This is an optimization exercise on Yosys and OpenROAD, whose aim is small area, not a production implementation.
Only simulation tests tie the RTL to the original design; equivalence was not proved.
Power figures rest on the tool's default switching activity, not on a simulated workload.

Setup of the previous run:
## sensors_handler
module sensors_handler(
	input wire clk,
	input wire reset,
	input wire pin_RX,
	output wire LED_TX,
	output wire pin_TX,
	output wire LED_RX
);
For scale: ~51 flip-flops, ~6 I/O pins, about 1900 um^2 of cells after synthesis.
==> flow/config.mk <==
export PLATFORM = sky130hd
export DESIGN_NAME = sensors_handler
export DESIGN_NICKNAME = sensors_handler
export VERILOG_FILES = /design/flow/design.v
export SDC_FILE = /design/flow/constraint.sdc
export NUM_CORES = 4
export LEC_CHECK = 0
export CAP_MARGIN = 20
export CORE_MARGIN = 2
export CORE_UTILIZATION = 40
export CTS_BUF_LIST = sky130_fd_sc_hd__clkbuf_8
export CTS_CLUSTER_DIAMETER = 300
export CTS_CLUSTER_SIZE = 60
export SLEW_MARGIN = 20
==> flow/constraint.sdc <==
create_clock -name core_clock -period 10.0 [get_ports {clk}]
set_input_delay 2.0000 -clock core_clock [delete_from_list [all_inputs] [get_ports {clk}]]
set_output_delay 2.0000 -clock core_clock [all_outputs]
set_load 0.01 [all_outputs]
run.sh (not shown) runs the stock make flow with config.mk's settings and CLKGATE_MAP_FILE= SYNTH_SCRIPT=/design/flow/synth_recipe.tcl, a recipe that flattens the netlist after the stock synthesis.
For the current run, these inputs were changed with respect to the previous run:
- clearing CTS_BUF_LIST, which used to be sky130_fd_sc_hd__clkbuf_8
- clearing CTS_CLUSTER_DIAMETER, which used to be 300
- clearing CTS_CLUSTER_SIZE, which used to be 60
[summary]
Diff the current run..the previous run | net switching power | unchanged. From the previous run to the current run, setup TNS did not move at all. Comparing the current run against the previous run, there is no change at all in proportion of cell area spent on the clock network. From the previous run to the current run the numbers moved as follows: total wire length after detailed routing was more or less identical; area of all placed cells without fillers was more or less identical.


Another version of the RTL of sensors_handler (not shown whole).
Size in the first run: roughly 140 cells after synthesis, roughly 51 flip-flops.
// sensors_handler
module sensors_handler(
	input wire clk,
	input wire reset,
	input wire pin_RX,
	output wire LED_TX,
	output wire pin_TX,
	output wire LED_RX
);
reg [7:0] temp;
wire ready_tx;
wire ready_rx;
wire [7:0] data_received;
localparam WAIT 	= 2'b00; 		 
localparam RX 		= 2'b01;		 
localparam VLD_TX	= 2'b10;		 
localparam TX 		= 2'b11;		 
reg [1:0] states;
assign LED_TX = ready_tx;
assign LED_RX = ready_rx;
UARTTransmitter UTX(clk, reset, states == TX, temp, pin_TX, ready_tx);
UARTReceiver URx(clk, reset, pin_RX, data_received, ready_rx);
always @(posedge clk) begin
	if (states == RX && ready_rx)
		temp <= data_received;
end
always @(posedge clk or negedge reset) begin
	if (!reset)
		states <= WAIT;
	else begin
		case (states)
		WAIT:   if (!ready_rx) states <= RX;
		RX:     if (ready_rx) states <= VLD_TX;
		VLD_TX: if (ready_tx) states <= TX;
		TX:     states <= WAIT;
		endcase
	end
end
endmodule
clock: 10.0 ns
lec_check: 0
cap_margin: 20
core_margin: 2
core_utilization: 40
slew_margin: 20
standard.sh (not shown) runs the stock make flow with config.mk's settings and CLKGATE_MAP_FILE= SYNTH_SCRIPT=/design/flow/synth_recipe.tcl, a recipe that flattens the netlist after the stock synthesis.
==> flow/flow/run.sh <==
#!/bin/bash
set -euo pipefail
export CTS_ARGS="-sink_clustering_enable -repair_clock_nets -dont_use_dummy_load -buf_list sky130_fd_sc_hd__clkbuf_16 -root_buf sky130_fd_sc_hd__clkbuf_16 -sink_clustering_size 64 -sink_clustering_max_diameter 500"
export BUFFER_PORTS_ARGS="-buffer_cell sky130_fd_sc_hd__buf_1"
bash standard.sh finish > standard.log 2>&1
Then changed:
==> flow/flow/run.sh (replaced) <==
#!/bin/bash
# The standard layout (standard.sh) with two changes passed to ORFS through its
# own variables:
# - clock tree: no dummy load cells, one buffer type
# - port buffers: the smallest buffer (the resizer may still upsize them)
set -euo pipefail
export CTS_ARGS="-sink_clustering_enable -repair_clock_nets -dont_use_dummy_load -buf_list sky130_fd_sc_hd__clkbuf_8"
export BUFFER_PORTS_ARGS="-buffer_cell sky130_fd_sc_hd__buf_1"
bash standard.sh finish > standard.log 2>&1
Via count barely changes. Die area does not change. Count of clock-buffer cells in the layout is unchanged. Cell area decreases by about 2.7%. Worst hold slack is better by 0.0052 ns. Wire length increases by about 2%. First-iteration DRC count decreases by about 20%. Synthesized cell count stays the same.

## what the ideal ports hide
The flow's constraints put no driver on any port. The routed layouts listed below were extracted and timed again, unchanged, in two steps.
Step 1: set_driving_cell puts a clkbuf_16 on clk and a buf_2 on each other input, an assumption about the parent block.
Step 2 also shifts input and output timing later by t, the mid clock arrival at the registers, as if the neighbouring blocks saw the same clock.
Three values: ideal ports, drivers, drivers and shift; two values: the first two.
| run | t, ns | slack for setup (ns) | worst setup path after step 2 | slew at the worst register clock pin (ns) |
|---|---|---|---|---|
| the previous run | 0.325 | 6.060 / 6.034 / 6.359 | register to output | 0.10 / 0.10 |
| the current run | 0.325 | 6.060 / 6.034 / 6.359 | register to output | 0.10 / 0.10 |
| the first run of note 2 | 0.305 | 6.683 / 6.654 / 6.857 | input to register | 0.06 / 0.06 |
| the second run of note 2 | 0.316 | 6.655 / 6.627 / 6.862 | input to register | 0.08 / 0.08 |
After both steps every run listed still meets setup and hold.
